Background: an optimization exercise with open tools, aiming at small area, a short achievable clock period and few clock cycles. Do not read the settings as production practice. Function was checked by simulation only, so behaviour that the tests miss may differ from the original.

== alpha ==
==> flow/design.v (excerpt) <==
module cnn_accel (
    input         clk,
    input         rst_n,       
    input         cnn_start,   
    output        cnn_finish,  
    output        mem_we,
    output [19:0] mem_addr,
    output [15:0] mem_wdata,
    input  [15:0] mem_rdata
);
Size: about 400 flip-flops, ~57 I/O pins, ~21000 um^2 of cells after synthesis.
==> flow/config.mk <==
export PLATFORM = sky130hd
export DESIGN_NAME = cnn_accel
export DESIGN_NICKNAME = cnn_accel
export VERILOG_FILES = /design/flow/design.v
export SDC_FILE = /design/flow/constraint.sdc
export NUM_CORES = 4
export LEC_CHECK = 0
export CAP_MARGIN = 20
export CORE_MARGIN = 2
export CORE_UTILIZATION = 65
export CTS_CLUSTER_DIAMETER = 80
export CTS_CLUSTER_SIZE = 24
export SLEW_MARGIN = 20
==> flow/constraint.sdc <==
create_clock -name core_clock -period 20.0 [get_ports {clk}]
set_input_delay 4.0000 -clock core_clock [delete_from_list [all_inputs] [get_ports {clk}]]
set_output_delay 4.0000 -clock core_clock [all_outputs]
set_load 0.01 [all_outputs]
standard.sh (not shown) runs the stock make flow with config.mk's settings and CLKGATE_MAP_FILE= SYNTH_SCRIPT=/design/flow/synth_recipe.tcl, a recipe that flattens the netlist after the stock synthesis.
==> flow/flow/run.sh <==
#!/bin/bash
# The standard layout (the standard.sh: ORFS with the standard synthesis,
# floorplan, power grid and tap cells), with one change: every input and
# output port is still given its own buffer, but a plain sky130 buffer
# (buf_2) instead of the delay cell (clkdlybuf4s50_1) buffer_ports picks by
# default, which adds about 0.6 ns to every path into or out of the design.
set -euo pipefail
export BUFFER_PORTS_ARGS="-buffer_cell sky130_fd_sc_hd__buf_2"
bash standard.sh > standard_make.log 2>&1
alpha has completed all stages; timing, DRC and antenna checks passed.
Testbench counts of alpha, summed over its fixed seeds: cycles 8,190,648.
Edits applied to the flow inputs when going from alpha to beta:
--- a/flow/design.v
+++ b/flow/design.v
@@ -594,22 +594,14 @@
     f_kr   <= n_kr;
     f_lg   <= n_lg;
     f_loc  <= n_loc;
     f_lpos <= n_loc && (orow == c_ohmax);
     f_prow <= n_prow;
 end
 wire last_k = (k == P - 1);
-wire [11:0] tr_b  = {~tr[10:0] & tr_b[10:0], 1'b1};    
-wire [11:0] tr_m1 = tr ^ tr_b;
-wire [5:0]  og_c  = {og[4:0] & og_c[4:0], 1'b1};       
-wire [5:0]  og_p1 = og ^ og_c;
-wire [4:0]  oc_c  = {oc[3:0] & oc_c[3:0], 1'b1};
-wire [4:0]  oc_p1 = oc ^ oc_c;
-wire [4:0]  or_c  = {orow[3:0] & or_c[3:0], 1'b1};
-wire [4:0]  or_p1 = orow ^ or_c;
 reg [1:0]  i_kind;      
 reg        i_f;         
 reg  [19:0] ainc;
 always @(posedge clk) begin
     case (st)
     S_X:     ainc <= n_tr1 ? (!n_lg ? c_xlg : n_loc ? c_xlr : c_xlp) :
                      !n_kc ? 20'd1 : !n_kr ? c_xrow : c_xch;
@@ -689,15 +681,15 @@
             xa <= a_add;
         end
         i_kind <= f_skip ? K_NONE : K_W;
         i_f <= ft;
         k <= k + 4'd1;
         if (last_k) begin
             ft <= 1'b0;
-            tr <= tr_m1;
+            tr <= tr - 12'd1;
             k  <= 4'd0;
         end
     end
     S_WR: begin
         if (k == 4'd0) begin
             addr_q <= wa;
             wt <= f_lg ? c_w : a_add;
@@ -705,19 +697,19 @@
         k <= k + 4'd1;
         if (last_k) begin
             k  <= 4'd0;
             tr <= {1'b0, c_n};
             ft <= 1'b1;
             wsel <= {f_lg, ~f_lg};
             if (!f_lg) begin
-                og <= og_p1;
+                og <= og + 6'd1;
             end else if (!f_lpos) begin
                 og <= 6'd0;
-                oc <= f_loc ? 5'd0 : oc_p1;
-                if (f_loc) orow <= or_p1;
+                oc <= f_loc ? 5'd0 : oc + 5'd1;
+                if (f_loc) orow <= orow + 5'd1;
             end else if (lay[0] | lay[1]) begin
                 xa <= c_pin; wa <= c_pout; tr <= c_pwin; oc <= 5'd0; pv <= 1'b0;
             end else begin
                 lay <= {lay[3:0], 1'b0};
             end
         end
     end
@@ -729,16 +721,16 @@
         4'd0: if (!pv) addr_q <= xa;   
         4'd3: begin addr_q <= wa; xa <= a_add; end
         4'd4: begin
             addr_q <= xa;
             if (pv) wa <= a_add;
             pv <= 1'b1;
             k  <= 4'd0;
-            oc <= f_prow ? 5'd0 : oc_p1;
-            tr <= tr_m1;
+            oc <= f_prow ? 5'd0 : oc + 5'd1;
+            tr <= tr - 12'd1;
         end
         default: ;
         endcase
     end
     S_PD: begin
         addr_q <= wa;
         k <= k + 4'd1;
@@ -771,16 +763,14 @@
 mul_cs u_mul (.one(x_one), .two(x_two), .neg(x_neg), .w(rd_q),
               .s(ms), .c(mc), .c12(mc12));
 wire [15:0] base = e_f ? 16'd0 : ring[P];
 wire [15:0] as   = base ^ ps ^ pc;
 wire [15:0] ac   = (base & ps) | (base & pc) | (ps & pc);
 wire [15:0] acc;
 bk_add #(.W(16), .L(5)) u_acc (.a(as), .b({ac[14:0], pc12}), .ci(1'b0), .s(acc));
-wire [15:0] gt_c = {(rd_q[14:0] & ~wdata_q[14:0]) | (~(rd_q[14:0] ^ wdata_q[14:0]) & gt_c[14:0]), 1'b0};
-wire        rd_gt = (rd_q[15] & ~wdata_q[15]) | (~(rd_q[15] ^ wdata_q[15]) & gt_c[15]);
 integer j;
 always @(posedge clk) begin
     rd_q <= d2_z ? 16'd0 : mem_rdata;
     if (d3_kind == K_X) begin
         x_one <= b_one;
         x_two <= b_two;
         x_neg <= b_neg;
@@ -788,13 +778,13 @@
     ps   <= ms;
     pc   <= mc;
     pc12 <= mc12;
     e_f  <= d3_f;
     ring[0] <= acc;
     for (j = 1; j <= P; j = j + 1) ring[j] <= ring[j-1];
     if (d3_kind == K_P) begin
-        if (d3_f || rd_gt) wdata_q <= rd_q;
+        if (d3_f || rd_q > wdata_q) wdata_q <= rd_q;
     end else if (st == S_WR) begin
         wdata_q <= (c_relu && ring[2][15]) ? 16'd0 : ring[2];
     end
 end
 endmodule
==> notes.md <==
beta has completed all stages; timing, DRC and antenna checks passed.
When beta is set beside alpha, its wire length of the first global-routing pass turns out to be about 3% larger.
beta vs alpha, cell area after placement went up by about 1.4%.
Sequential cell count: beta vs alpha identical
beta vs. alpha: final-layout clock buffer total now sits higher, highest attainable clock frequency now sits lower, worst-case setup margin in the final layout now sits lower, floorplan die width now sits higher.
Testbench counts of beta, summed over its fixed seeds: cycles 8,190,648.

==> afterwards: timing with drivers on the ports <==
The flow's constraints put no driver on any port. The routed layouts listed below were extracted and timed again, unchanged, in two steps. Step 1 sets driving cells, clkbuf_16 on the clock port and buf_2 on the other inputs (assumed; they add their load-dependent delay and slew). Step 2 adds t to the input delays and takes it off the output delays; t is the mean of the earliest and latest rising clock arrival at the registers after step 1. Input paths then give back, and output paths get back, about the clock's delay inside the block. Slacks: no drivers / after step 1 / after step 2; pairs: no drivers / after step 1.
run	t, ns	setup slack, ns	clock arrival spread, ns
alpha	0.603	14.880 / 14.826 / 15.429	0.021 / 0.021
beta	0.609	14.862 / 14.809 / 15.395	0.029 / 0.028
After both steps setup and hold are still met in every run listed.
